This is an optimization exercise on Yosys and OpenROAD, whose aim is small area and a short achievable clock period, not a production implementation.
Function was not checked in any run shown here: the RTL went through the layout flow alone.
Power is estimated from default activity; no workload was simulated.

## config.mk

```make
export PLATFORM = sky130hd
export DESIGN_NAME = ArithmaticUnit
export DESIGN_NICKNAME = ArithmaticUnit
export VERILOG_FILES = /design/flow/design.v
export SDC_FILE = /design/flow/constraint.sdc
export NUM_CORES = 4
export LEC_CHECK = 0
export ABC_AREA = 0
export CAP_MARGIN = 20
export CORE_MARGIN = 2
export CORE_UTILIZATION = 60
export SETUP_SLACK_MARGIN = 2.5
export SLEW_MARGIN = 20
export SYNTH_HIERARCHICAL = 1
export SYNTH_MINIMUM_KEEP_SIZE = 0
```

## constraint.sdc

```tcl
create_clock -name core_clock -period 8.0 [get_ports {clock_i}]
set_input_delay 1.6000 -clock core_clock [delete_from_list [all_inputs] [get_ports {clock_i}]]
set_output_delay 1.6000 -clock core_clock [all_outputs]
set_load 0.01 [all_outputs]
```

## design.v

```verilog
`timescale 1ns / 1ps
`default_nettype none
module ArithmaticUnit(
		input wire clock_i, isWb_i, enable_i,
		input wire [4:0] wbAddress_i,
		input wire [6:0] opCode_i,
		input wire [15:0] pOperand_i, sOperand_i,
		output reg wbEnable_o,
		output reg [4:0] wbAddress_o,
		output reg [15:0] wbData_o,
		output reg [1:0] statusWriteback_o  
    );
	wire [15:0] P = pOperand_i;
	wire [15:0] S = sOperand_i;
	wire mul = opCode_i[1] & opCode_i[0];
	wire sub = opCode_i[1] & ~opCode_i[0];
	wire as  = opCode_i[1] ^ opCode_i[0];
	wire [7:0] one, two, neg;
	assign one[0] = (mul & P[0]) | as;
	assign two[0] = mul & P[1] & ~P[0];
	assign neg[0] = (mul & P[1]) | sub;
	genvar k;
	generate for (k = 1; k < 8; k = k + 1) begin : enc
		assign one[k] = mul & (P[2*k] ^ P[2*k-1]);
		assign two[k] = mul & ((P[2*k+1] & ~P[2*k] & ~P[2*k-1]) | (~P[2*k+1] & P[2*k] & P[2*k-1]));
		assign neg[k] = mul & P[2*k+1];
	end endgenerate
	wire pp0_0; pa_bpp0 u_pp0_0 (.one(one[0]), .a(S[0]), .neg(neg[0]), .y(pp0_0));
	wire pp0_1; pa_bpp u_pp0_1 (.one(one[0]), .two(two[0]), .a(S[1]), .b(S[0]), .neg(neg[0]), .y(pp0_1));
	wire pp0_2; pa_bpp u_pp0_2 (.one(one[0]), .two(two[0]), .a(S[2]), .b(S[1]), .neg(neg[0]), .y(pp0_2));
	wire pp0_3; pa_bpp u_pp0_3 (.one(one[0]), .two(two[0]), .a(S[3]), .b(S[2]), .neg(neg[0]), .y(pp0_3));
	wire pp0_4; pa_bpp u_pp0_4 (.one(one[0]), .two(two[0]), .a(S[4]), .b(S[3]), .neg(neg[0]), .y(pp0_4));
	wire pp0_5; pa_bpp u_pp0_5 (.one(one[0]), .two(two[0]), .a(S[5]), .b(S[4]), .neg(neg[0]), .y(pp0_5));
	wire pp0_6; pa_bpp u_pp0_6 (.one(one[0]), .two(two[0]), .a(S[6]), .b(S[5]), .neg(neg[0]), .y(pp0_6));
	wire pp0_7; pa_bpp u_pp0_7 (.one(one[0]), .two(two[0]), .a(S[7]), .b(S[6]), .neg(neg[0]), .y(pp0_7));
	wire pp0_8; pa_bpp u_pp0_8 (.one(one[0]), .two(two[0]), .a(S[8]), .b(S[7]), .neg(neg[0]), .y(pp0_8));
	wire pp0_9; pa_bpp u_pp0_9 (.one(one[0]), .two(two[0]), .a(S[9]), .b(S[8]), .neg(neg[0]), .y(pp0_9));
	wire pp0_10; pa_bpp u_pp0_10 (.one(one[0]), .two(two[0]), .a(S[10]), .b(S[9]), .neg(neg[0]), .y(pp0_10));
	wire pp0_11; pa_bpp u_pp0_11 (.one(one[0]), .two(two[0]), .a(S[11]), .b(S[10]), .neg(neg[0]), .y(pp0_11));
	wire pp0_12; pa_bpp u_pp0_12 (.one(one[0]), .two(two[0]), .a(S[12]), .b(S[11]), .neg(neg[0]), .y(pp0_12));
	wire pp0_13; pa_bpp u_pp0_13 (.one(one[0]), .two(two[0]), .a(S[13]), .b(S[12]), .neg(neg[0]), .y(pp0_13));
	wire pp0_14; pa_bpp u_pp0_14 (.one(one[0]), .two(two[0]), .a(S[14]), .b(S[13]), .neg(neg[0]), .y(pp0_14));
	wire pp0_15; pa_bpp u_pp0_15 (.one(one[0]), .two(two[0]), .a(S[15]), .b(S[14]), .neg(neg[0]), .y(pp0_15));
	wire ng0 = neg[0];
	wire pp1_2; pa_bpp0x u_pp1_2 (.one(one[1]), .a(S[0]), .neg(neg[1]), .e(as), .p(P[2]), .y(pp1_2));
	wire pp1_3; pa_bppx u_pp1_3 (.one(one[1]), .two(two[1]), .a(S[1]), .b(S[0]), .neg(neg[1]), .e(as), .p(P[3]), .y(pp1_3));
	wire pp1_4; pa_bppx u_pp1_4 (.one(one[1]), .two(two[1]), .a(S[2]), .b(S[1]), .neg(neg[1]), .e(as), .p(P[4]), .y(pp1_4));
	wire pp1_5; pa_bppx u_pp1_5 (.one(one[1]), .two(two[1]), .a(S[3]), .b(S[2]), .neg(neg[1]), .e(as), .p(P[5]), .y(pp1_5));
	wire pp1_6; pa_bppx u_pp1_6 (.one(one[1]), .two(two[1]), .a(S[4]), .b(S[3]), .neg(neg[1]), .e(as), .p(P[6]), .y(pp1_6));
	wire pp1_7; pa_bppx u_pp1_7 (.one(one[1]), .two(two[1]), .a(S[5]), .b(S[4]), .neg(neg[1]), .e(as), .p(P[7]), .y(pp1_7));
	wire pp1_8; pa_bppx u_pp1_8 (.one(one[1]), .two(two[1]), .a(S[6]), .b(S[5]), .neg(neg[1]), .e(as), .p(P[8]), .y(pp1_8));
	wire pp1_9; pa_bppx u_pp1_9 (.one(one[1]), .two(two[1]), .a(S[7]), .b(S[6]), .neg(neg[1]), .e(as), .p(P[9]), .y(pp1_9));
	wire pp1_10; pa_bppx u_pp1_10 (.one(one[1]), .two(two[1]), .a(S[8]), .b(S[7]), .neg(neg[1]), .e(as), .p(P[10]), .y(pp1_10));
	wire pp1_11; pa_bppx u_pp1_11 (.one(one[1]), .two(two[1]), .a(S[9]), .b(S[8]), .neg(neg[1]), .e(as), .p(P[11]), .y(pp1_11));
	wire pp1_12; pa_bppx u_pp1_12 (.one(one[1]), .two(two[1]), .a(S[10]), .b(S[9]), .neg(neg[1]), .e(as), .p(P[12]), .y(pp1_12));
	wire pp1_13; pa_bppx u_pp1_13 (.one(one[1]), .two(two[1]), .a(S[11]), .b(S[10]), .neg(neg[1]), .e(as), .p(P[13]), .y(pp1_13));
	wire pp1_14; pa_bppx u_pp1_14 (.one(one[1]), .two(two[1]), .a(S[12]), .b(S[11]), .neg(neg[1]), .e(as), .p(P[14]), .y(pp1_14));
	wire pp1_15; pa_bppx u_pp1_15 (.one(one[1]), .two(two[1]), .a(S[13]), .b(S[12]), .neg(neg[1]), .e(as), .p(P[15]), .y(pp1_15));
	wire ng1 = neg[1];
	wire pp2_4; pa_bpp0 u_pp2_4 (.one(one[2]), .a(S[0]), .neg(neg[2]), .y(pp2_4));
	wire pp2_5; pa_bpp u_pp2_5 (.one(one[2]), .two(two[2]), .a(S[1]), .b(S[0]), .neg(neg[2]), .y(pp2_5));
	wire pp2_6; pa_bpp u_pp2_6 (.one(one[2]), .two(two[2]), .a(S[2]), .b(S[1]), .neg(neg[2]), .y(pp2_6));
	wire pp2_7; pa_bpp u_pp2_7 (.one(one[2]), .two(two[2]), .a(S[3]), .b(S[2]), .neg(neg[2]), .y(pp2_7));
	wire pp2_8; pa_bpp u_pp2_8 (.one(one[2]), .two(two[2]), .a(S[4]), .b(S[3]), .neg(neg[2]), .y(pp2_8));
	wire pp2_9; pa_bpp u_pp2_9 (.one(one[2]), .two(two[2]), .a(S[5]), .b(S[4]), .neg(neg[2]), .y(pp2_9));
	wire pp2_10; pa_bpp u_pp2_10 (.one(one[2]), .two(two[2]), .a(S[6]), .b(S[5]), .neg(neg[2]), .y(pp2_10));
	wire pp2_11; pa_bpp u_pp2_11 (.one(one[2]), .two(two[2]), .a(S[7]), .b(S[6]), .neg(neg[2]), .y(pp2_11));
	wire pp2_12; pa_bpp u_pp2_12 (.one(one[2]), .two(two[2]), .a(S[8]), .b(S[7]), .neg(neg[2]), .y(pp2_12));
	wire pp2_13; pa_bpp u_pp2_13 (.one(one[2]), .two(two[2]), .a(S[9]), .b(S[8]), .neg(neg[2]), .y(pp2_13));
	wire pp2_14; pa_bpp u_pp2_14 (.one(one[2]), .two(two[2]), .a(S[10]), .b(S[9]), .neg(neg[2]), .y(pp2_14));
	wire pp2_15; pa_bpp u_pp2_15 (.one(one[2]), .two(two[2]), .a(S[11]), .b(S[10]), .neg(neg[2]), .y(pp2_15));
	wire ng2 = neg[2];
	wire pp3_6; pa_bpp0 u_pp3_6 (.one(one[3]), .a(S[0]), .neg(neg[3]), .y(pp3_6));
	wire pp3_7; pa_bpp u_pp3_7 (.one(one[3]), .two(two[3]), .a(S[1]), .b(S[0]), .neg(neg[3]), .y(pp3_7));
	wire pp3_8; pa_bpp u_pp3_8 (.one(one[3]), .two(two[3]), .a(S[2]), .b(S[1]), .neg(neg[3]), .y(pp3_8));
	wire pp3_9; pa_bpp u_pp3_9 (.one(one[3]), .two(two[3]), .a(S[3]), .b(S[2]), .neg(neg[3]), .y(pp3_9));
	wire pp3_10; pa_bpp u_pp3_10 (.one(one[3]), .two(two[3]), .a(S[4]), .b(S[3]), .neg(neg[3]), .y(pp3_10));
	wire pp3_11; pa_bpp u_pp3_11 (.one(one[3]), .two(two[3]), .a(S[5]), .b(S[4]), .neg(neg[3]), .y(pp3_11));
	wire pp3_12; pa_bpp u_pp3_12 (.one(one[3]), .two(two[3]), .a(S[6]), .b(S[5]), .neg(neg[3]), .y(pp3_12));
	wire pp3_13; pa_bpp u_pp3_13 (.one(one[3]), .two(two[3]), .a(S[7]), .b(S[6]), .neg(neg[3]), .y(pp3_13));
	wire pp3_14; pa_bpp u_pp3_14 (.one(one[3]), .two(two[3]), .a(S[8]), .b(S[7]), .neg(neg[3]), .y(pp3_14));
	wire pp3_15; pa_bpp u_pp3_15 (.one(one[3]), .two(two[3]), .a(S[9]), .b(S[8]), .neg(neg[3]), .y(pp3_15));
	wire ng3 = neg[3];
	wire pp4_8; pa_bpp0 u_pp4_8 (.one(one[4]), .a(S[0]), .neg(neg[4]), .y(pp4_8));
	wire pp4_9; pa_bpp u_pp4_9 (.one(one[4]), .two(two[4]), .a(S[1]), .b(S[0]), .neg(neg[4]), .y(pp4_9));
	wire pp4_10; pa_bpp u_pp4_10 (.one(one[4]), .two(two[4]), .a(S[2]), .b(S[1]), .neg(neg[4]), .y(pp4_10));
	wire pp4_11; pa_bpp u_pp4_11 (.one(one[4]), .two(two[4]), .a(S[3]), .b(S[2]), .neg(neg[4]), .y(pp4_11));
	wire pp4_12; pa_bpp u_pp4_12 (.one(one[4]), .two(two[4]), .a(S[4]), .b(S[3]), .neg(neg[4]), .y(pp4_12));
	wire pp4_13; pa_bpp u_pp4_13 (.one(one[4]), .two(two[4]), .a(S[5]), .b(S[4]), .neg(neg[4]), .y(pp4_13));
	wire pp4_14; pa_bpp u_pp4_14 (.one(one[4]), .two(two[4]), .a(S[6]), .b(S[5]), .neg(neg[4]), .y(pp4_14));
	wire pp4_15; pa_bpp u_pp4_15 (.one(one[4]), .two(two[4]), .a(S[7]), .b(S[6]), .neg(neg[4]), .y(pp4_15));
	wire ng4 = neg[4];
	wire pp5_10; pa_bpp0 u_pp5_10 (.one(one[5]), .a(S[0]), .neg(neg[5]), .y(pp5_10));
	wire pp5_11; pa_bpp u_pp5_11 (.one(one[5]), .two(two[5]), .a(S[1]), .b(S[0]), .neg(neg[5]), .y(pp5_11));
	wire pp5_12; pa_bpp u_pp5_12 (.one(one[5]), .two(two[5]), .a(S[2]), .b(S[1]), .neg(neg[5]), .y(pp5_12));
	wire pp5_13; pa_bpp u_pp5_13 (.one(one[5]), .two(two[5]), .a(S[3]), .b(S[2]), .neg(neg[5]), .y(pp5_13));
	wire pp5_14; pa_bpp u_pp5_14 (.one(one[5]), .two(two[5]), .a(S[4]), .b(S[3]), .neg(neg[5]), .y(pp5_14));
	wire pp5_15; pa_bpp u_pp5_15 (.one(one[5]), .two(two[5]), .a(S[5]), .b(S[4]), .neg(neg[5]), .y(pp5_15));
	wire ng5 = neg[5];
	wire pp6_12; pa_bpp0 u_pp6_12 (.one(one[6]), .a(S[0]), .neg(neg[6]), .y(pp6_12));
	wire pp6_13; pa_bpp u_pp6_13 (.one(one[6]), .two(two[6]), .a(S[1]), .b(S[0]), .neg(neg[6]), .y(pp6_13));
	wire pp6_14; pa_bpp u_pp6_14 (.one(one[6]), .two(two[6]), .a(S[2]), .b(S[1]), .neg(neg[6]), .y(pp6_14));
	wire pp6_15; pa_bpp u_pp6_15 (.one(one[6]), .two(two[6]), .a(S[3]), .b(S[2]), .neg(neg[6]), .y(pp6_15));
	wire ng6 = neg[6];
	wire pp7_14; pa_bpp0 u_pp7_14 (.one(one[7]), .a(S[0]), .neg(neg[7]), .y(pp7_14));
	wire pp7_15; pa_bpp u_pp7_15 (.one(one[7]), .two(two[7]), .a(S[1]), .b(S[0]), .neg(neg[7]), .y(pp7_15));
	wire ng7 = neg[7];
	wire xp0 = as & P[0];
	wire xp1 = as & P[1];
	wire hs0, hc0;
	pa_ha u_hs0 (.a(ng5), .b(pp0_10), .s(hs0), .co(hc0));
	wire hs1, hc1;
	pa_ha u_hs1 (.a(pp0_11), .b(pp1_11), .s(hs1), .co(hc1));
	wire fs0, fc0;
	pa_fa u_fs0 (.a(ng6), .b(pp0_12), .c(pp1_12), .s(fs0), .co(fc0));
	wire hs2, hc2;
	pa_ha u_hs2 (.a(pp2_12), .b(pp3_12), .s(hs2), .co(hc2));
	wire fs1, fc1;
	pa_fa u_fs1 (.a(pp0_13), .b(pp1_13), .c(pp2_13), .s(fs1), .co(fc1));
	wire hs3, hc3;
	pa_ha u_hs3 (.a(pp3_13), .b(pp4_13), .s(hs3), .co(hc3));
	wire fs2, fc2;
	pa_fa u_fs2 (.a(ng7), .b(pp0_14), .c(pp1_14), .s(fs2), .co(fc2));
	wire fs3, fc3;
	pa_fa u_fs3 (.a(pp2_14), .b(pp3_14), .c(pp4_14), .s(fs3), .co(fc3));
	wire hs4, hc4;
	pa_ha u_hs4 (.a(pp5_14), .b(pp6_14), .s(hs4), .co(hc4));
	wire fs4, fc4;
	pa_fa u_fs4 (.a(pp0_15), .b(pp1_15), .c(pp2_15), .s(fs4), .co(fc4));
	wire fs5, fc5;
	pa_fa u_fs5 (.a(pp3_15), .b(pp4_15), .c(pp5_15), .s(fs5), .co(fc5));
	wire hs5, hc5;
	pa_ha u_hs5 (.a(pp6_15), .b(pp7_15), .s(hs5), .co(hc5));
	wire hs6, hc6;
	pa_ha u_hs6 (.a(ng3), .b(pp0_6), .s(hs6), .co(hc6));
	wire hs7, hc7;
	pa_ha u_hs7 (.a(pp0_7), .b(pp1_7), .s(hs7), .co(hc7));
	wire fs6, fc6;
	pa_fa u_fs6 (.a(ng4), .b(pp0_8), .c(pp1_8), .s(fs6), .co(fc6));
	wire hs8, hc8;
	pa_ha u_hs8 (.a(pp2_8), .b(pp3_8), .s(hs8), .co(hc8));
	wire fs7, fc7;
	pa_fa u_fs7 (.a(pp0_9), .b(pp1_9), .c(pp2_9), .s(fs7), .co(fc7));
	wire hs9, hc9;
	pa_ha u_hs9 (.a(pp3_9), .b(pp4_9), .s(hs9), .co(hc9));
	wire fs8, fc8;
	pa_fa u_fs8 (.a(pp1_10), .b(pp2_10), .c(pp3_10), .s(fs8), .co(fc8));
	wire fs9, fc9;
	pa_fa u_fs9 (.a(pp4_10), .b(pp5_10), .c(hs0), .s(fs9), .co(fc9));
	wire fs10, fc10;
	pa_fa u_fs10 (.a(pp2_11), .b(pp3_11), .c(pp4_11), .s(fs10), .co(fc10));
	wire fs11, fc11;
	pa_fa u_fs11 (.a(pp5_11), .b(hc0), .c(hs1), .s(fs11), .co(fc11));
	wire fs12, fc12;
	pa_fa u_fs12 (.a(pp4_12), .b(pp5_12), .c(pp6_12), .s(fs12), .co(fc12));
	wire fs13, fc13;
	pa_fa u_fs13 (.a(hc1), .b(hs2), .c(fs0), .s(fs13), .co(fc13));
	wire fs14, fc14;
	pa_fa u_fs14 (.a(pp5_13), .b(pp6_13), .c(hc2), .s(fs14), .co(fc14));
	wire fs15, fc15;
	pa_fa u_fs15 (.a(hs3), .b(fc0), .c(fs1), .s(fs15), .co(fc15));
	wire fs16, fc16;
	pa_fa u_fs16 (.a(pp7_14), .b(hc3), .c(hs4), .s(fs16), .co(fc16));
	wire fs17, fc17;
	pa_fa u_fs17 (.a(fc1), .b(fs2), .c(fs3), .s(fs17), .co(fc17));
	wire fs18, fc18;
	pa_fa u_fs18 (.a(hc4), .b(hs5), .c(fc2), .s(fs18), .co(fc18));
	wire fs19, fc19;
	pa_fa u_fs19 (.a(fc3), .b(fs4), .c(fs5), .s(fs19), .co(fc19));
	wire hs10, hc10;
	pa_ha u_hs10 (.a(ng2), .b(pp0_4), .s(hs10), .co(hc10));
	wire hs11, hc11;
	pa_ha u_hs11 (.a(pp0_5), .b(pp1_5), .s(hs11), .co(hc11));
	wire fs20, fc20;
	pa_fa u_fs20 (.a(pp1_6), .b(pp2_6), .c(pp3_6), .s(fs20), .co(fc20));
	wire fs21, fc21;
	pa_fa u_fs21 (.a(pp2_7), .b(pp3_7), .c(hc6), .s(fs21), .co(fc21));
	wire fs22, fc22;
	pa_fa u_fs22 (.a(pp4_8), .b(hc7), .c(hs8), .s(fs22), .co(fc22));
	wire fs23, fc23;
	pa_fa u_fs23 (.a(hc8), .b(hs9), .c(fc6), .s(fs23), .co(fc23));
	wire fs24, fc24;
	pa_fa u_fs24 (.a(hc9), .b(fc7), .c(fs8), .s(fs24), .co(fc24));
	wire fs25, fc25;
	pa_fa u_fs25 (.a(fc8), .b(fs10), .c(fc9), .s(fs25), .co(fc25));
	wire fs26, fc26;
	pa_fa u_fs26 (.a(fc10), .b(fs12), .c(fc11), .s(fs26), .co(fc26));
	wire fs27, fc27;
	pa_fa u_fs27 (.a(fc12), .b(fs14), .c(fc13), .s(fs27), .co(fc27));
	wire fs28, fc28;
	pa_fa u_fs28 (.a(fc14), .b(fs16), .c(fc15), .s(fs28), .co(fc28));
	wire fs29, fc29;
	pa_fa u_fs29 (.a(fc16), .b(fc17), .c(fs18), .s(fs29), .co(fc29));
	wire hs12, hc12;
	pa_ha u_hs12 (.a(xp0), .b(ng0), .s(hs12), .co(hc12));
	wire hs13, hc13;
	pa_ha u_hs13 (.a(xp1), .b(pp0_1), .s(hs13), .co(hc13));
	wire fs30, fc30;
	pa_fa u_fs30 (.a(ng1), .b(pp0_2), .c(pp1_2), .s(fs30), .co(fc30));
	wire hs14, hc14;
	pa_ha u_hs14 (.a(pp0_3), .b(pp1_3), .s(hs14), .co(hc14));
	wire fs31, fc31;
	pa_fa u_fs31 (.a(pp1_4), .b(pp2_4), .c(hs10), .s(fs31), .co(fc31));
	wire fs32, fc32;
	pa_fa u_fs32 (.a(pp2_5), .b(hc10), .c(hs11), .s(fs32), .co(fc32));
	wire fs33, fc33;
	pa_fa u_fs33 (.a(hc11), .b(hs6), .c(fs20), .s(fs33), .co(fc33));
	wire fs34, fc34;
	pa_fa u_fs34 (.a(hs7), .b(fc20), .c(fs21), .s(fs34), .co(fc34));
	wire fs35, fc35;
	pa_fa u_fs35 (.a(fs6), .b(fc21), .c(fs22), .s(fs35), .co(fc35));
	wire fs36, fc36;
	pa_fa u_fs36 (.a(fs7), .b(fc22), .c(fs23), .s(fs36), .co(fc36));
	wire fs37, fc37;
	pa_fa u_fs37 (.a(fs9), .b(fc23), .c(fs24), .s(fs37), .co(fc37));
	wire fs38, fc38;
	pa_fa u_fs38 (.a(fs11), .b(fc24), .c(fs25), .s(fs38), .co(fc38));
	wire fs39, fc39;
	pa_fa u_fs39 (.a(fs13), .b(fc25), .c(fs26), .s(fs39), .co(fc39));
	wire fs40, fc40;
	pa_fa u_fs40 (.a(fs15), .b(fc26), .c(fs27), .s(fs40), .co(fc40));
	wire fs41, fc41;
	pa_fa u_fs41 (.a(fs17), .b(fc27), .c(fs28), .s(fs41), .co(fc41));
	wire fs42, fc42;
	pa_fa u_fs42 (.a(fs19), .b(fc28), .c(fs29), .s(fs42), .co(fc42));
	wire [15:0] ra = {fc41, fc40, fc39, fc38, fc37, fc36, fc35, fc34, fc33, fc32, fc31, hc14, fc30, hc13, hc12, hs12};
	wire [15:0] rb = {fs42, fs41, fs40, fs39, fs38, fs37, fs36, fs35, fs34, fs33, fs32, fs31, hs14, fs30, hs13, pp0_0};
	wire [15:0] g0 = ra & rb;
	wire [15:0] p0 = ra ^ rb;
	wire g1_1 = g0[1] | (p0[1] & g0[0]);
	wire g1_3 = g0[3] | (p0[3] & g0[2]);
	wire p1_3 = p0[3] & p0[2];
	wire g1_5 = g0[5] | (p0[5] & g0[4]);
	wire p1_5 = p0[5] & p0[4];
	wire g1_7 = g0[7] | (p0[7] & g0[6]);
	wire p1_7 = p0[7] & p0[6];
	wire g1_9 = g0[9] | (p0[9] & g0[8]);
	wire p1_9 = p0[9] & p0[8];
	wire g1_11 = g0[11] | (p0[11] & g0[10]);
	wire p1_11 = p0[11] & p0[10];
	wire g1_13 = g0[13] | (p0[13] & g0[12]);
	wire p1_13 = p0[13] & p0[12];
	wire g1_15 = g0[15] | (p0[15] & g0[14]);
	wire p1_15 = p0[15] & p0[14];
	wire g2_2 = g0[2] | (p0[2] & g1_1);
	wire g2_3 = g1_3 | (p1_3 & g1_1);
	wire g2_6 = g0[6] | (p0[6] & g1_5);
	wire p2_6 = p0[6] & p1_5;
	wire g2_7 = g1_7 | (p1_7 & g1_5);
	wire p2_7 = p1_7 & p1_5;
	wire g2_10 = g0[10] | (p0[10] & g1_9);
	wire p2_10 = p0[10] & p1_9;
	wire g2_11 = g1_11 | (p1_11 & g1_9);
	wire p2_11 = p1_11 & p1_9;
	wire g2_14 = g0[14] | (p0[14] & g1_13);
	wire p2_14 = p0[14] & p1_13;
	wire g2_15 = g1_15 | (p1_15 & g1_13);
	wire p2_15 = p1_15 & p1_13;
	wire g3_4 = g0[4] | (p0[4] & g2_3);
	wire g3_5 = g1_5 | (p1_5 & g2_3);
	wire g3_6 = g2_6 | (p2_6 & g2_3);
	wire g3_7 = g2_7 | (p2_7 & g2_3);
	wire g3_12 = g0[12] | (p0[12] & g2_11);
	wire p3_12 = p0[12] & p2_11;
	wire g3_13 = g1_13 | (p1_13 & g2_11);
	wire p3_13 = p1_13 & p2_11;
	wire g3_14 = g2_14 | (p2_14 & g2_11);
	wire p3_14 = p2_14 & p2_11;
	wire g3_15 = g2_15 | (p2_15 & g2_11);
	wire p3_15 = p2_15 & p2_11;
	wire g4_8 = g0[8] | (p0[8] & g3_7);
	wire g4_9 = g1_9 | (p1_9 & g3_7);
	wire g4_10 = g2_10 | (p2_10 & g3_7);
	wire g4_11 = g2_11 | (p2_11 & g3_7);
	wire g4_12 = g3_12 | (p3_12 & g3_7);
	wire g4_13 = g3_13 | (p3_13 & g3_7);
	wire g4_14 = g3_14 | (p3_14 & g3_7);
	wire g4_15 = g3_15 | (p3_15 & g3_7);
	wire [16:0] sum;
	assign sum[0] = p0[0];
	assign sum[1] = p0[1] ^ g0[0];
	assign sum[2] = p0[2] ^ g1_1;
	assign sum[3] = p0[3] ^ g2_2;
	assign sum[4] = p0[4] ^ g2_3;
	assign sum[5] = p0[5] ^ g3_4;
	assign sum[6] = p0[6] ^ g3_5;
	assign sum[7] = p0[7] ^ g3_6;
	assign sum[8] = p0[8] ^ g3_7;
	assign sum[9] = p0[9] ^ g4_8;
	assign sum[10] = p0[10] ^ g4_9;
	assign sum[11] = p0[11] ^ g4_10;
	assign sum[12] = p0[12] ^ g4_11;
	assign sum[13] = p0[13] ^ g4_12;
	assign sum[14] = p0[14] ^ g4_13;
	assign sum[15] = p0[15] ^ g4_14;
	assign sum[16] = g4_15;
	wire cout = sum[16] | fc4 | fc5 | hc5 | fc18 | fc19 | fc29 | fc42;
	wire arith = ~|opCode_i[6:2];
	always @(posedge clock_i)
	begin
		if (enable_i)
		begin
			wbEnable_o <= isWb_i & |opCode_i;
			wbAddress_o <= wbAddress_i;
			if (arith) wbData_o <= sum[15:0];
			if (arith & as) statusWriteback_o <= {~opCode_i[1] & cout, opCode_i[1] & ~cout};
		end
	end
endmodule
module pa_fa(input wire a, b, c, output wire s, co);
	assign s = a ^ b ^ c;
	assign co = (a & b) | (a & c) | (b & c);
endmodule
module pa_ha(input wire a, b, output wire s, co);
	assign s = a ^ b;
	assign co = a & b;
endmodule
module pa_bpp(input wire one, two, a, b, neg, output wire y);
	assign y = ((one & a) | (two & b)) ^ neg;
endmodule
module pa_bpp0(input wire one, a, neg, output wire y);
	assign y = (one & a) ^ neg;
endmodule
module pa_bppx(input wire one, two, a, b, neg, e, p, output wire y);
	assign y = ((one & a) | (two & b) | (e & p)) ^ neg;
endmodule
module pa_bpp0x(input wire one, a, neg, e, p, output wire y);
	assign y = ((one & a) | (e & p)) ^ neg;
endmodule
```

## run.sh

```bash
#!/bin/bash
# synth_recipe.tcl (not shown) runs the flow's synth.tcl, then flattens the netlist and writes it again
# the make line also repeats each setting of config.mk as NAME=value (left out here)
make -C /OpenROAD-flow-scripts/flow DESIGN_CONFIG=/design/flow/config.mk WORK_HOME=/design/flow/orfs CLKGATE_MAP_FILE= SYNTH_SCRIPT=/design/flow/synth_recipe.tcl finish
```

==> flow_results.org, run 1 <==
** Worst hold path
- The worst hold path was traced through 4 stages.
- In this run the worst hold path is classified as in2reg.

** Drt
- The first routing iteration left between 300 and 400 violations.
- In the final routed layout, each cell accounts on average for about 22 µm.
- Detailed routing inserted a total of 3847 vias.
- Routed signal wires occupy layers up through met4.
- After detailed routing, the met3 layer carries 728 µm of wire.
- For this run, the detailed router's first-pass iteration total came to 5.
- Using the TritonRoute via totals, the vias-per-cell ratio works out to 6.41.
- Detailed-route DRC error count :: 0
- Detailed Route WL :: about 13000 µm
- The count of nets left with antenna violations once routing finished came out at 0.
- Detailed routing placed a total of 6880 µm of wire on met2.
- For this block, wires on met1 add up to 5230 µm.

** Placement
- Number of buffer cells added on primary ports :: 70
- Weighted congestion reported at the end of routability-driven placement :: roughly 0.88
- HPWL after DPL :: 8480 µm
- Total placed instance area :: 0.00521 mm²

** Timing
- The worst path uses 73.6% of the clock period.
- Setup repair after global routing missed its margin :: true
- Headroom to the max-slew limit came out at 45.3%.
- For the pin with the worst max-slew slack, the measured transition is about 0.82 ns.
- Hold Fails Final Rpt :: 0
- The worst path in the final design needs a cycle of approximately 6 ns, including I/O delays and setup.
- The number of slew-limit violations in the final report was 0.
- Adding up every negative setup slack in the final design gives 0 ns.
- Peak clock frequency supported by timing :: roughly 170 MHz
- Setup violations remaining at the end of the flow were counted as 0.

** Layout
- Layout overhead on the synthesized area :: 36.9%
- Ratio of cells with drive above 1 in the final layout :: 34.9%
- Post-route design area :: 0.00592 mm²
- After the last flow step, the layout net total stands at 632.
- The number of antenna diodes in the final layout is 0.
- Utilization of the core after routing :: ~86%

** Synth
- Cell taking the most area after synthesis :: fa_1
- After technology mapping, the gate count stands at between 300 and 400.
- Summing every instance area after synthesis gives ~0.0043 mm².
- Counting every net in the synthesized netlist gives slightly above 500.
- Ys Warns :: 7
- The most common cell in the synthesized netlist is xnor2_1.
- Post-synth ARST share :: 0%
- By count the netlist is led by xnor2_1, a22oi_2, fa_1.
- Main synth FF type :: edfxtp_1
- Number of synthesized register bits :: 24
- Ranked by total cell area, the synthesized netlist is headed by fa_1, edfxtp_1, xnor2_1.
- Distinct cells, synth :: 37
- Summing the sequential cell areas from Yosys gives between 10% and 20% of the chip area.
- The synthesized design contains 24 enable-type register cells.
- Share of the synthesized area in the top cell type :: roughly 22%
- Avg Synthesized Cell Area :: roughly 11 µm²

** Clock tree
- CTS saw 24 sinks.
- Count of hold-fix buffers inserted at cts :: 0
- The number of clock buffers added by TritonCTS is 3.
- TritonCTS clock tree :: yes
- Count of H-tree levels built during CTS :: 1
- CTS Root Buffer Type :: clkbuf_8
- Clock-pin slew was measured on the worst setup and hold paths at around 0.09 ns.
- No sink is reached through more buffers than the 2 on the longest clock path.

** Global routing
- Global routing usage summed across all routing layers :: 33.5%
- Global-route wire length before repair :: approximately 20000 µm
- The via count of the first global-routing pass came to around 3800.
- The total overflow left after global routing is 0.
- Maximum number of pins on one net before global-route repair :: 18
- The number of antenna violations at the first check in global routing is 0.

** Floorplan
- DIE WIDTH :: between 80 and 90 µm
- Once the floorplan was initialized, standard cells occupied between 60% and 70% of the core.
- Number of standard-cell rows in the floorplan :: 30
- I/O pin total :: 71
- Die height :: between 80 and 90 µm
- In this run the standard cell core region covers about 0.0069 mm².
- The floorplan step defined a die boundary enclosing about 0.0079 mm².

** Run status
- The flow ran to the end and the layout has no timing, DRC or antenna violations.

** Power
- Areal power density over the cells :: between 200 and 300 mW/mm²
- IR analysis of the VDD net gives a maximum drop of ~0.2 mV.
- In this run the static leakage power is 2.26 nW.
- Final Power :: between 0.0015 and 0.002 W

** Worst setup path
- On the worst path, the slowest cell contributes a delay of between 0.5 and 0.6 ns.
- Maximum fanout along the worst path :: 8
- Critical-path cell list :: buf_12 -> ha_4 -> and2_4 -> a222oi_1 -> xnor2_1 -> fa_1 -> fa_2 -> fa_1 -> fa_2 -> ha_4 -> inv_2 -> or3_1 -> or4_4 -> o311ai_2
- Required @ worst endpoint :: 8.07 ns
- Worst Setup End Kind :: register
- The critical path is of the in2reg type.
- Startpoint kind of the worst setup timing path :: input pin
- Worst EP arrival :: 5.97 ns
- Crit path max-delay cell type :: a222oi_1

** Flow run
- Max-cap check violation count :: 0
final cells by class:
cell class	count	area, µm²
clock inverter	1	30.0
fill	354	948
inverter	7	26.3
tap	96	120
timing repair buffer	119	1100
sequential	24	721
clock buffer	3	41.3
multi-input combinational	350	3880
report_power, final:
group          leakage [nW]  internal, W  total [W]  switching [W]
logic                  2.01     0.000687    0.00142       0.000731
registers             0.219     0.000194   0.000195     0.00000149
clock network        0.0357    0.0000670   0.000112      0.0000452
total                  2.26     0.000948    0.00173       0.000778
Yosys stat by module, one instance, submodules excluded, excerpt:
module | flip-flops and latches | cells | copies in the design
pa_bpp0x | 0 | 2 | 1
pa_ha | 0 | 1 | 15
pa_bppx | 0 | 2 | 13
pa_bpp | 0 | 2 | 51
pa_fa | 0 | 1 | 43
pa_bpp0 | 0 | 2 | 7
cell usage in the layout (no fill, tap or decap), types with 2 or more instances in the layout:
master / Yosys / layout
ha_4: 0 / 7
nand2_1: 29 / 27
edfxtp_1: 24 / 24
buf_6: 0 / 4
xor2_1: 11 / 11
nor2_2: 0 / 2
nand2_2: 0 / 2
and3_1: 3 / 3
and2_4: 0 / 11
buf_12: 0 / 6
clkbuf_2: 0 / 3
clkbuf_8: 0 / 3
and2_2: 1 / 6
ha_1: 33 / 24
buf_4: 0 / 40
inv_2: 0 / 3
clkdlybuf4s50_1: 0 / 43
a21o_1: 7 / 6
inv_1: 7 / 4
a21oi_4: 0 / 4
nor2_1: 12 / 9
a222oi_1: 13 / 13
xnor2_1: 78 / 76
fa_2: 0 / 6
o21ai_0: 9 / 9
a21oi_1: 7 / 4
fa_1: 47 / 41
dlymetal6s2s_1: 0 / 2
dlygate4sd2_1: 0 / 17
a22oi_2: 52 / 52
xnor2_2: 0 / 2
buf_2: 0 / 4
and2_1: 24 / 8
ha_2: 0 / 2
through the flow:
step           std cells  hold WS (ns)  setup WS, ns
6_report             600          1.83          2.11
3_5_place_dp         548          2.17         0.989
5_1_grt              600          1.83          2.11
4_1_cts              593          1.83          2.30
3_3_place_gp         548          2.16          1.12
2_1_floorplan        383          1.70          2.28
metal layers:
layer / vias up / track usage [%]
li1: 1669 / -
met1: 1935 / 43.6
met2: 202 / 59.6
met3: 41 / 2.40
met4: 0 / 10.5
met5: - / 0
timing repair:
action                     4_1_cts  5_1_grt
setup endpoints to repair       12        9
gates resized for setup         90       30
pin swaps                       38       37
setup buffers                   41        7
cloned                           0        0
cells by family after synthesis:
family | synth area share [%]
buf+inv | 0.781
fa+ha+maj | 31.3
xor+xnor | 18.0
compound gates | 23.6
flops | 16.7
simple gates | 9.58
registers in the layout, indices dropped and copies added (netlist names):
register	count
wbData_o	16
wbAddress_o	5
statusWriteback_o	2
wbEnable_o	1
worst paths after layout:
check | start | slack, ns | endpoint
min | opCode_i[1] | 1.83 | statusWriteback_o[1]
max | opCode_i[1] | 2.11 | wbData_o[14]
worst max-delay path, delay by kind of cell:
family,cells,cell delay [ns]
adder cells (fa/ha/maj),6,2.32
AND/OR/NAND/NOR,3,1.00
AO/OA/AOI/OAI,2,0.67
buffers and inverters,2,0.16
XOR/XNOR,1,0.22
==> inputs of run 2 (changes only) <==
==> flow/run.sh (new file) <==
#!/bin/bash
# Standard ORFS layout, with smaller port buffers and free cell resizing.
set -euo pipefail
bash standard.sh MATCH_CELL_FOOTPRINT=0 "BUFFER_PORTS_ARGS=-buffer_cell sky130_fd_sc_hd__buf_2" finish > make_finish.log 2>&1
==> standard.sh (new file) <==
#!/bin/bash
# synth_recipe.tcl (not shown) runs the flow's synth.tcl, then flattens the netlist and writes it again
# the make line also repeats each setting of config.mk as NAME=value (left out here)
make -C /OpenROAD-flow-scripts/flow DESIGN_CONFIG=/design/flow/config.mk WORK_HOME=/design/flow/orfs CLKGATE_MAP_FILE= SYNTH_SCRIPT=/design/flow/synth_recipe.tcl "${@:-finish}"
removed: run.sh
==> run 2 against run 1 <==
Against the previous run:
- still clean on timing, DRC and antenna
- worst hold slack lost 0.35 ns
- synthesized cell count is the same
- maximum frequency increased by 4.2%
- critical endpoint unchanged
- largest cell class unchanged
- largest power group unchanged
- highest routed layer unchanged
==> flow_results.org, run 2 <==
** Global routing
- The number of antenna violations at the first check in global routing is 0.
- Summed over all layers, the global routing overflow is 0.
- Global-route wire length before repair :: between 15000 and 20000 µm
- Maximum number of pins on one net before global-route repair :: 18
- Global routing usage summed across all routing layers :: a little under a third
- The via count of the first global-routing pass was around 3700.

** Layout
- The number of antenna diodes in the final layout is 0.
- Largest register FFs :: 16
- In the layout the commonest cells are xnor2_1, buf_2, a22oi_2, fa_1, nand2_1.
- Of the cells placed in the final design, the portion with a size suffix greater than 1 is a little over two fifths.
- Utilization of the core after routing :: 78.4%
- Register bank with the most flops :: wbData_o
- Final net count :: approximately 620
- Leading cell type in the layout, fill and taps excluded :: xnor2_1
- Layout overhead on the synthesized area :: 24.5%
- In the final layout, the registers with the most flip-flops are wbData_o: 16 flops, wbAddress_o: 5 flops, statusWriteback_o: 2 flops.

** Floorplan
- Starting density of the core :: between 60% and 70%
- Number of standard-cell rows in the floorplan :: 30
- DIE WIDTH :: about 89 µm
- Area enclosed by the die boundary :: approximately 0.0079 mm²
- After floorplanning, the core was sized to cover 0.00687 mm².
- During I/O placement, the number of pins put on the boundary was 71.
- In this run the vertical extent of the chip is a little under 90 µm.

** Synth
- In this run the mean area of a mapped cell was 11.3 µm².
- Largest cells by area after synthesis :: fa_1, edfxtp_1, xnor2_1
- The cell area that synthesis handed to floorplanning was around 0.0043 mm².
- Counting flops and latches in the post-synthesis netlist gives 24.
- Mapped Cells :: ~380
- The number of nets handed over by synthesis was ~500.
- Yosys mapped a number of flops with a built-in enable equal to 24.
- Post-synth ARST share :: 0%
- Cell with the most instances after synthesis :: xnor2_1
- For this run, the number of Yosys warnings is 7.
- After synthesis, the largest area contributor takes up 21.8% of total cell area.
- For this run, the leading register cell type out of synthesis is edfxtp_1.
- Sequential elements use approximately 17% of the synthesized area.
- Commonest cells in the synthesized netlist :: xnor2_1, a22oi_2, fa_1
- Distinct cells, synth :: 37
- Cell taking the most area after synthesis :: fa_1

** Power
- Leakage power figure :: about 2.1 nW
- Across the VDD grid, the largest voltage drop is 0.154 mV.
- Final Power :: approximately 0.0014 W
- Areal power density over the cells :: ~270 mW/mm²

** Worst hold path
- The worst hold path terminates at wbAddress_o[1].
- In this run the worst hold path is classified as in2reg.
- Along the worst hold path, the cell count comes to 1.
- The worst hold path begins at wbAddress_i[1].

** Timing
- Max-slew violation count :: 0
- Setup repair after global routing could not meet its margin everywhere.
- After routing, the total negative slack on setup checks comes to 0 ns.
- Final period util :: 70.7%
- The worst pin sits at a relative slew slack of roughly 46%.
- Tightest Pin Transition :: 0.815 ns
- Post-route worst setup slack :: 2.35 ns
- Hold Fails Final Rpt :: 0
- Final setup violation count :: 0
- The worst path in the final design needs a cycle of roughly 5.7 ns, including I/O delays and setup.
- Derived from the worst setup path, the maximum achievable clock frequency is approximately 180 MHz.

** Drt
- Vias :: about 3600
- For this block, the initial DRC count from the detailed router was approximately 240.
- After detailed routing, the number of remaining DRC violations is 0.
- Detailed Route WL :: 11600 µm
- After detailed routing, the average wire length per cell comes to slightly below 20 µm.
- Drt via density :: between 6 and 7
- The first TritonRoute pass finished after 6 iterations.
- Antenna viol nets, final :: 0

** Clock tree
- Clock Pin Slew Worst Setup and Hold Paths :: 0.11 ns
- CTS Root Buffer Type :: clkbuf_8
- Count of hold-fix buffers inserted at cts :: 0
- Number of clock buffers inserted by TritonCTS :: 3
- Maximum buffer depth of the clock tree :: 2
- Clock Sinks :: 24
- Count of H-tree levels built during CTS :: 1
- TritonCTS clock tree :: yes

** Worst setup path
- Worst EP arrival :: roughly 5.7 ns
- STA classifies the critical path endpoint as a register.
- For the worst setup path, the data required time is 8.09 ns.
- Path type of the worst setup path :: in2reg
- Maximum fanout along the worst path :: 7
- STA classifies the critical path startpoint as an input pin.

** Placement
- Dpl ws :: about 1.5 ns
- Port buffering added 70 buffers.
- HPWL after DPL :: a little over 8000 µm
- At the end of routability-driven placement, the weighted congestion stood at 0.845.

** Flow run
- The tool flagged a number of max-cap violations equal to 0.

** Run status
- The run finished with no timing, DRC or antenna violations.
-- run 2: cell counts after synthesis --
Identical to the previous run, type by type.
-- run 2: how the worst max path moves through the flow --
stage                      from      endpoint  slack, ns  cells past startpoint
finish              opCode_i[1]  wbData_o[14]       2.35                     15
global route        opCode_i[1]  wbData_o[15]       2.26                     16
CTS                 opCode_i[1]  wbData_o[14]       2.41                     15
detailed placement  opCode_i[1]  wbData_o[14]       1.50                     15
global placement    opCode_i[1]  wbData_o[14]       1.56                     15
floorplan           opCode_i[0]  wbData_o[14]       2.30                     14
-- run 2: final cells by class --
| type | count | area, µm² |
|---|---|---|
| repair buffers | 102 | 672 |
| well taps | 96 | 120 |
| fillers | 466 | 1490 |
| clock inverters | 1 | 30.0 |
| multi-input cells | 350 | 3770 |
| inverters | 7 | 26.3 |
| clock buffers | 3 | 41.3 |
| flip-flops and latches | 24 | 721 |
-- run 2: per-stage QoR --
step / area [µm²] / hold slack [ns] / std cells
floorplan: 4400 / 1.70 / 383
global placement: 4860 / 1.78 / 547
detailed placement: 4860 / 1.78 / 547
CTS: 5260 / 1.48 / 575
global route: 5380 / 1.48 / 583
finish: 5380 / 1.48 / 583
-- run 2: kinds of logic after synthesis --
| group | count (synthesis) | share of synthesized area (%) |
|---|---|---|
| buffers and inverters | 9 | 0.781 |
| AO/OA/AOI/OAI | 100 | 23.6 |
| flip-flops | 24 | 16.7 |
| XOR/XNOR | 89 | 18.0 |
| AND/OR/NAND/NOR | 81 | 9.58 |
| adder cells (fa/ha/maj) | 80 | 31.3 |
-- run 2: report_power, final --
group	internal (W)	switching, W	leakage [nW]
registers	0.000194	0.00000123	0.219
clock network	0.0000670	0.0000453	0.0357
logic	0.000545	0.000589	1.85
-- run 2: Yosys stat by module, one instance, submodules excluded --
module,cell area (µm²),cells inside
pa_fa,20.0,1
ArithmaticUnit,1840,181
pa_bppx,18.8,2
pa_bpp0,12.5,2
pa_bpp0x,21.3,2
pa_bpp,21.3,2
pa_ha,12.5,1
-- run 2: critical path, cell delays in order --
cell      delay [ns]
buf_8           0.10
ha_4            0.17
buf_6           0.14
and2_4          0.17
a222oi_1        0.31
xnor2_1         0.20
fa_1            0.48
fa_2            0.36
fa_1            0.51
fa_2            0.48
ha_4            0.29
inv_1           0.06
or3_1           0.36
or4_1           0.41
o311ai_1        0.10
-- run 2: timing repair --
item,4_1_cts,5_1_grt
pin swaps,25,9
setup endpoints to repair,9,8
setup buffers,24,8
resized for setup,30,12
-- run 2: metal layers --
metal / wire length (µm) / GRT usage (%) / part of all wire, % / up-vias
li1: - / - / - / 1633
met1: 4940 / 41.1 / 43 / 1788
met2: 5800 / 53.3 / 50 / 138
met3: 572 / 2.12 / 4.9 / 21
met4: 258 / 10.2 / 2.2 / 0
met5: 0 / 0 / 0 / -
==> inputs of run 3 (changes only) <==
--- a/config.mk
+++ b/config.mk
@@ -5,7 +5,7 @@
 export SDC_FILE = /design/flow/constraint.sdc
 export NUM_CORES = 4
 export LEC_CHECK = 0
-export ABC_AREA = 0
+export ABC_AREA = 1
 export CAP_MARGIN = 20
 export CORE_MARGIN = 2
 export CORE_UTILIZATION = 60
==> run 3 against run 2 <==
Against the previous run:
- total power down 7.9%
- global-route usage is 5.1 points higher
- clock-buffer cell count unchanged
- via count grew 60%
- clock power increased by 4%
- largest cell class unchanged
- final area up 16%
- synthesized cell count increased by 100%
- synthesized area rose by 14%
- sequential power shrank 6%
==> flow_results.org, run 3 <==
** Run status
- The run finished with no timing, DRC or antenna violations.

** Floorplan
- The floorplan has 33 rows.
- Core ar. :: approximately 0.008 mm²
- Die height :: between 90 and 100 µm
- Starting density of the core :: between 60% and 70%
- I/O pin total :: just over 70
- Area enclosed by the die boundary :: 0.00894 mm²
- DIE WIDTH :: ~95 µm

** Worst setup path
- For the worst setup path, the data required time is approximately 8 ns.
- Startpoint kind of the worst setup timing path :: input pin
- Path type of the worst setup path :: in2reg
- Worst Setup End Kind :: register
- Maximum fanout along the worst path :: 6
- Worst EP arrival :: between 5 and 6 ns

** Timing
- After routing, the total negative slack on setup checks comes to 0 ns.
- Tightest Pin Transition :: about 0.70 ns
- Hold Fails Final Rpt :: 0
- Final setup violation count :: 0
- Normalized max-slew margin :: between 50% and 60%
- After layout, the worst setup slack is 2.45 ns.
- Final hold slack :: around 1.5 ns
- The number of slew-limit violations in the final report came to 0.
- Peak clock frequency supported by timing :: roughly 180 MHz
- Setup repair after global routing missed its margin :: true
- After layout, the minimum clock period comes to between 5 and 6 ns.
- Final period util :: a little over two thirds

** Synth
- Synthesis instantiated 25 different standard cells from the library.
- The synthesized netlist occupies a cell area of 0.00492 mm².
- Main synth FF type :: edfxtp_1
- After synthesis, the mean cell area works out to roughly 6.3 µm².
- In this run, synthesis inferred 24 flip-flops with an integrated enable.
- For this run, asynchronously set or reset flops after synthesis account for 0%.
- In this run the biggest area consumer among cell types represents slightly above 30% of the synthesized area.
- Largest cells by area after synthesis :: nand2_1, fa_1, edfxtp_1
- Of all cell types, the one taking the most synthesized area is nand2_1.
- Mapped Cells :: ~800
- In the synthesized netlist, the cells that appear most often are nand2_1, inv_1, nand3_1.
- Register area share after synthesis :: 14.6%
- Yosys printed 7 warnings.
- Synthesis produced a netlist with a net count of slightly above 900.
- Number of synthesized register bits :: 24
- nand2_1 is the most common cell in the netlist.

** Drt
- Detailed Route WL :: approximately 16000 µm
- First-pass iteration count of the detailed router :: 6
- Violation count after the first detailed-route iteration :: approximately 560
- Using the TritonRoute via totals, the vias-per-cell ratio works out to about 5.7.
- After detailed routing, the number of remaining DRC violations is 0.
- Detailed-route wire length per cell :: about 16 µm
- Vias :: about 5700
- Antenna viol nets, final :: 0

** Layout
- The repair_antennas step left the layout with diodes totalling 0.
- More flip-flops sit in one register than any other, and that register is wbData_o.
- After the flow finishes, the layout carries non-filler instances totaling 1007.
- Utilization of the core after routing :: approximately 77%
- Leading cell type in the layout, fill and taps excluded :: nand2_1
- Highest-count cells in the layout ignoring fill and taps :: nand2_1, inv_1, nand3_1, buf_2, fa_1
- Final net count :: between 1000 and 1500
- Ratio of cells with drive above 1 in the final layout :: 20.5%
- The filler cells instantiated in the layout total around 600.
- The largest registers in the layout are wbData_o: 16 flops, wbAddress_o: 5 flops, statusWriteback_o: 2 flops.
- The area growth from synthesis to layout is 27.4%.
- The register with the most flip-flops in the layout has 16 of them.

** Placement
- In this run the tool buffered the top-level ports with 70 buffer cells.
- Dpl ws :: approximately 1.4 ns
- Cell count after placement :: 957
- Weighted congestion reported at the end of routability-driven placement :: 0.927
- Once detailed placement completed, the half-perimeter wirelength came to 11200 µm.

** Flow run
- Max-cap violations in this run came to 0.

** Global routing
- The via count of the first global-routing pass was ~5200.
- Global-route wire length before repair :: 24500 µm
- Overflow left after global routing :: 0
- Entering global routing, the biggest net connects 24 pins.
- Number of antenna violations at the first check in global routing :: 0
- In the global route stage, overall resource usage came out at between 30% and 40%.

** Clock tree
- Clock-pin slew was measured on the worst setup and hold paths at about 0.11 ns.
- Number of clock buffers inserted by TritonCTS :: 3
- In this run the number of H-tree levels came out at 1.
- Clock tree synthesis selected as its root buffer the cell clkbuf_8.
- Maximum buffer depth of the clock tree :: 2
- TritonCTS built the clock tree.
- Clock tree synthesis found a total of 24 sinks.

** Worst hold path
- The path with the worst hold slack has its endpoint at wbAddress_o[1].
- Worst hold stages :: 1
- Worst hold path type :: in2reg
- In this run the most critical hold path is launched from wbAddress_i[1].

** Power
- Across the VDD grid, the largest voltage drop is 0.155 mV.
- Leakage power figure :: ~3.3 nW
- Power spread over the standard cell area amounts to approximately 210 mW/mm².
==> run 3: changes by cell type in the layout (fill, tap and decap cells not counted), sizes merged, moves of 24 or more <==
cell   before  now
nand2      29  407
and2       25    1
nand3       0   87
xnor2      78    2
a22oi      52    0
inv         7  113
==> run 3: modules after synthesis (local to each module, per instance) <==
module / cell area (µm²) / cells inside / flip-flops and latches / times used
ArithmaticUnit: 1860 / 220 / 24 / 1
pa_bppx: 33.8 / 8 / 0 / 13
pa_bpp0: 20.0 / 5 / 0 / 7
pa_bpp0x: 27.5 / 7 / 0 / 1
pa_bpp: 27.5 / 7 / 0 / 51
pa_fa: 20.0 / 1 / 0 / 43
pa_ha: 12.5 / 1 / 0 / 15
==> run 3: layer usage <==
metal	GRT usage (%)	part of all wire, %	up-vias	wire length (µm)
li1	-	-	2703	-
met2	63.8	49	343	7850
met5	0	0	-	0
met1	43.4	38	2616	6090
met4	16.1	4.7	0	761
met3	4.23	8.6	78	1380
==> run 3: timing repair <==
item                       in CTS  in global routing
cloned                          4                  0
setup buffers                  35                  7
setup endpoints to repair      10                  8
resized for setup              26                 27
pin swaps                      21                 18
hold buffers                    0                  0
==> run 3: how the worst max path moves through the flow <==
| stage | start | end | slack (ns) | cells past startpoint |
|---|---|---|---|---|
| floorplan | opCode_i[0] | wbData_o[15] | 2.30 | 22 |
| global placement | opCode_i[1] | wbData_o[15] | 1.46 | 18 |
| detailed placement | opCode_i[1] | wbData_o[15] | 1.40 | 18 |
| CTS | opCode_i[1] | wbData_o[15] | 2.50 | 20 |
| global route | opCode_i[1] | wbData_o[15] | 2.34 | 21 |
| finish | opCode_i[1] | wbData_o[15] | 2.45 | 20 |
==> run 3: cells by family after synthesis <==
family                     after synthesis  synth area share, %
DFF                                     24                 14.6
AOI/OAI and AO/OA                       25                 3.33
and+or+nand+nor                        522                 43.7
xor gates and xnor gates                 8                 1.42
adders and majority gates               80                 27.5
buffers and inverters                  122                 9.36
==> run 3: report_power, final <==
part | total, W | switching (W) | leakage (nW) | internal, W
sequential | 0.000184 | 0.00000110 | 0.218 | 0.000183
clock | 0.000117 | 0.0000500 | 0.0357 | 0.0000672
combinational | 0.00103 | 0.000561 | 3.08 | 0.000464
total | 0.00133 | 0.000612 | 3.34 | 0.000715
==> run 3: through the flow <==
stage                     cell area (µm²)  total power, W
after floorplan                      5060        0.000790
after global placement               5540        0.000965
after detailed placement             5540        0.000985
after CTS                            6060         0.00115
after global routing                 6270         0.00145
final                                6270         0.00133
==> run 3: cell type report <==
class | count | area (µm²) | share of cell area (%)
multi-input combinational | 636 | 4100 | 65.3
sequential | 24 | 721 | 11.5
clock inverter | 1 | 30.0 | 0.479
timing repair inverter | 3 | 15.0 | 0.240
tap | 105 | 131 | 2.10
timing repair buffer | 115 | 757 | 12.1
clock buffer | 3 | 41.3 | 0.659
inverter | 120 | 477 | 7.60
==> run 3: critical path: stages <==
cell	delay [ns]
buf_8	0.09
ha_4	0.20
clkinvlp_4	0.13
buf_12	0.16
o31ai_4	0.26
buf_4	0.19
nand2_1	0.08
nand2_1	0.08
nand2_1	0.05
nand2_1	0.07
fa_2	0.47
fa_2	0.36
fa_1	0.57
fa_1	0.46
ha_4	0.31
inv_2	0.03
o21bai_1	0.25
a31oi_4	0.07
nand3_1	0.08
nand2_1	0.09
==> inputs of run 4 (changes only) <==
--- a/config.mk
+++ b/config.mk
@@ -9,7 +9,7 @@
 export CAP_MARGIN = 20
 export CORE_MARGIN = 2
 export CORE_UTILIZATION = 60
-export SETUP_SLACK_MARGIN = 2.5
+export SETUP_SLACK_MARGIN = 3.0
 export SLEW_MARGIN = 20
 export SYNTH_HIERARCHICAL = 1
 export SYNTH_MINIMUM_KEEP_SIZE = 0
==> run 4 against run 3 <==
Against the previous run:
- non-clock buffer count rose by 8
- synthesized cell count is the same
- setup slack improved by 0.053 ns
- sequential power about the same
- synthesized area is the same
- still clean
- largest power group unchanged
==> flow_results.org, run 4 <==
** Run status
- The run finished with no timing, DRC or antenna violations.

** Flow run
- Max-cap check violation count :: 0

** Synth
- Cell taking the most area after synthesis :: nand2_1
- Commonest cells in the synthesized netlist :: nand2_1, inv_1, nand3_1
- Sequential cells were found to cover 14.6% of the synthesized design area.
- Counting flops and latches in the post-synthesis netlist gives 24.
- Among all cell types in the netlist, the one instantiated most often is nand2_1.
- Synthesis produced a netlist whose cell count is between 700 and 800.
- Post-synth net total :: about 910
- Ranked by total cell area, the synthesized netlist is headed by nand2_1, fa_1, edfxtp_1.
- After synthesis the cells add up to 0.00492 mm².
- For this run, asynchronously set or reset flops after synthesis account for 0%.
- Among all flip-flop cells after synthesis, the most frequent one is edfxtp_1.
- Summed over its instances, the top area cell type makes up 30.5% of the synthesized netlist area.
- Ys Warns :: 7
- Count of flip-flops with a built-in enable after synthesis :: 24
- A synthesized cell averages ~6.3 µm².
- Distinct cells, synth :: 25

** Timing
- Setup total negative slack :: 0 ns
- Setup violations remaining at the end of the flow were counted as 0.
- Derived from the worst setup path, the maximum achievable clock frequency is 182 MHz.
- The number of slew-limit violations in the final report is 0.
- After layout, the worst path uses 68.8% of the clock period.
- Tightest Pin Transition :: 0.553 ns
- The worst path needs ~5.5 ns of the cycle, external delays included.
- Normalized max-slew margin :: 62.9%
- The hold violation count in the final report came to 0.
- Setup repair after global routing missed its margin :: true

** Power
- Combinational logic burns between 80% and 90% of the power.
- Clock Power Share :: 5.6%
- Internal power comes to between 0.0007 and 0.0008 W.
- The analysis attributes to cell leakage a power of ~3.4 nW.
- Sequential share of power :: a little over an eighth
- Areal power density over the cells :: approximately 210 mW/mm²
- Summed over all nets, the switching power comes to 0.000639 W.
- Maximum resistive drop on vdd :: 0.192 mV
- Net switching share of the total power :: a little under half

** Floorplan
- The floorplan has 33 rows.
- After floorplanning, the core was sized to cover about 0.0081 mm².
- a little over 70 I/O pins were placed.
- The floorplan step defined a die boundary enclosing 0.00894 mm².
- Starting density of the core :: between 60% and 70%
- Die height :: approximately 95 µm
- The die is 94.6 µm wide.

** Drt
- Total met2 wirelength after detailed routing :: 8230 µm
- After detailed routing, the met3 layer carries about 1300 µm of wire.
- After the first detailed-routing iteration, the DRC count stood at 583.
- After detailed routing, the total wire length is 16300 µm.
- Wl on met1 :: ~6000 µm
- Using the TritonRoute via totals, the vias-per-cell ratio works out to between 5 and 6.
- Detailed-route DRC error count :: 0
- Antenna viol nets, final :: 0
- Dividing the detail-routed wire length by the instance count gives roughly 16 µm.
- First-pass iteration count of the detailed router :: 6
- Highest metal layer with signal wires :: met4
- Vias :: 5738

** Worst setup path
- Worst setup path startpoint :: opCode_i[1]
- Worst Setup End Kind :: register
- The worst setup path is of the in2reg kind.
- On the worst path, the slowest cell contributes a delay of approximately 0.58 ns.
- Startpoint kind of the worst setup timing path :: input pin
- In this run the worst path has a maximum fanout of 7.
- The number of buffers and inverters on the critical path is 5.
- The cell family contributing the most delay on the critical path is adder cells.
- Required @ worst endpoint :: approximately 8.0 ns
- Critical-path cell list :: buf_8 -> ha_4 -> clkinvlp_4 -> buf_12 -> o31ai_4 -> buf_6 -> nand2_4 -> nand3_2 -> nand2_1 -> nand2_1 -> fa_1 -> fa_2 -> fa_1 -> fa_1 -> ha_4 -> inv_2 -> o21bai_1 -> a31oi_1 -> nand2_1 -> nand2_1 -> nand2_1
- CP most frequent cell :: nand2_1
- For the worst setup path, the data arrival time is ~5.5 ns.
- On the critical path, the stage with the largest delay is an instance of fa_1.

** Global routing
- Overflow left after global routing :: 0
- The via count of the first global-routing pass came to 5458.
- Global-route wire length before repair :: ~25000 µm
- Number of antenna violations at the first check in global routing :: 0
- Global routing consumed, over all layers together, 36.0% of the routing resources.
- Entering global routing, the biggest net connects 24 pins.

** Layout
- Cells fill 79.0% of the core in the end.
- Of the cells placed in the final design, the portion with a size suffix greater than 1 is between 20% and 30%.
- Leaving out fill and tap cells, the most frequent cell in the layout is nand2_1.
- Layout overhead on the synthesized area :: 29.9%
- The register with the most flip-flops in the layout has 16 of them.
- Register bank with the most flops :: wbData_o
- Largest registers ranked by flip-flop count :: wbData_o: 16 flops, wbAddress_o: 5 flops, statusWriteback_o: 2 flops
- The number of antenna diodes in the final layout is 0.
- Final net count :: between 1000 and 1500
- Highest-count cells in the layout ignoring fill and taps :: nand2_1, inv_1, nand3_1, buf_2, buf_4

** Clock tree
- Clock Sinks :: 24
- After clock tree synthesis, the flow added hold-fix buffers numbering 0.
- TritonCTS clock tree :: yes
- Clock Pin Slew Worst Setup and Hold Paths :: roughly 0.09 ns
- The number of clock buffers added by TritonCTS is 3.
- Maximum buffer depth of the clock tree :: 2
- CTS Root Buffer Type :: clkbuf_8
- Count of H-tree levels built during CTS :: 1

** Placement
- HPWL after DPL :: 11100 µm
- Input and output buffers added on the ports amount to 70.
- The congestion estimate from routability-driven global placement came to around 0.94.

** Worst hold path
- The startpoint identified for the worst hold timing path is wbAddress_i[2].
- Worst hold path type :: in2reg
run 4: cell counts after synthesis:
Identical to the previous run, type by type.
run 4: routing by layer:
metal / up-vias / GRT usage, %
met5: - / 0
met4: 0 / 16.1
met3: 76 / 4.87
met2: 335 / 64.8
met1: 2620 / 42.7
li1: 2707 / -
run 4: power groups by stage:
| stage | Clock [W] | Sequential, W | Combinational, W |
|---|---|---|---|
| 3_5_place_dp | 0 | 0.000187 | 0.000817 |
| 5_1_grt | 0.0000823 | 0.000185 | 0.00120 |
| 2_1_floorplan | 0 | 0.000191 | 0.000607 |
| 3_3_place_gp | 0 | 0.000187 | 0.000780 |
| 4_1_cts | 0.0000808 | 0.000184 | 0.000961 |
| 6_report | 0.0000762 | 0.000184 | 0.00109 |
run 4: repair_timing:
action                                  4_1_cts  5_1_grt
gates cloned                                  4        0
pin swaps                                    33       20
endpoints found under the setup margin       14       10
hold endpoints to repair                      0        0
resized for setup                            54       38
buffers inserted                             36       12
run 4: through the flow:
stage / setup WS (ns) / instances / total power, W / area (µm²) / hold slack, ns
2_1_floorplan: 2.30 / 781 / 0.000797 / 5070 / 1.70
3_3_place_gp: 1.53 / 958 / 0.000966 / 5560 / 1.78
3_5_place_dp: 1.48 / 958 / 0.00100 / 5560 / 1.78
4_1_cts: 2.58 / 1002 / 0.00123 / 6160 / 1.49
5_1_grt: 2.34 / 1014 / 0.00147 / 6390 / 1.50
6_report: 2.50 / 1014 / 0.00135 / 6390 / 1.50
run 4: cells by family (layout without fill, tap and decap cells):
kind of cell	Yosys count	count (layout)	share of synthesized area (%)
AO/OA/AOI/OAI	25	25	3.33
XOR/XNOR	8	8	1.42
adder cells (fa/ha/maj)	80	80	27.5
buffers and inverters	122	250	9.36
flip-flops	24	24	14.6
AND/OR/NAND/NOR	522	522	43.7
run 4: path summary, 6_finish.rpt:
path	to	slack, ns	cells after the start
setup / recovery	wbData_o[15]	2.50	21
hold / removal	wbAddress_o[2]	1.50	1
run 4: area by class of cell:
type	count	area, µm²
multi-input combinational	635	4190
fill	589	1700
timing repair buffer	123	815
sequential	24	721
inverter	120	473
tap	105	131
clock buffer	3	41.3
timing repair inverter	3	20.0
clock inverter	1	3.75
run 4: Yosys stat by module, one instance, submodules excluded:
| module | flip-flops and latches | cell area [µm²] | cells inside |
|---|---|---|---|
| pa_bpp | 0 | 27.5 | 7 |
| pa_bpp0 | 0 | 20.0 | 5 |
| pa_fa | 0 | 20.0 | 1 |
| pa_bppx | 0 | 33.8 | 8 |
| ArithmaticUnit | 24 | 1860 | 220 |
| pa_ha | 0 | 12.5 | 1 |
| pa_bpp0x | 0 | 27.5 | 7 |

[port drivers added, routing unchanged]
How much do the figures lean on ideal ports? The routed layouts below were timed once more, with nothing changed but the port constraints.
Step 1, drivers: a clkbuf_16 drives clock_i and a buf_2 each remaining input, both assumed.
Step 2 adds t to the input delays and takes it off the output delays; t is the mean of the earliest and latest rising clock arrival at the registers after step 1. Input paths then give back, and output paths get back, about the clock's delay inside the block.
Slacks: ideal ports / drivers / drivers and shift; pairs: ideal ports / drivers.
run	shift t [ns]	setup WS [ns]	pins driven straight from the clock port
run 1	0.300	2.109 / 2.091 / 1.791	1
run 2	0.302	2.347 / 2.339 / 2.037	1
run 3	0.315	2.446 / 2.397 / 2.082	1
run 4	0.298	2.499 / 2.478 / 2.180	1
After both steps every run listed still meets setup and hold. The setup slack of run 3, which loses most, moves by -0.049 ns with the drivers and by -0.364 ns with both steps.
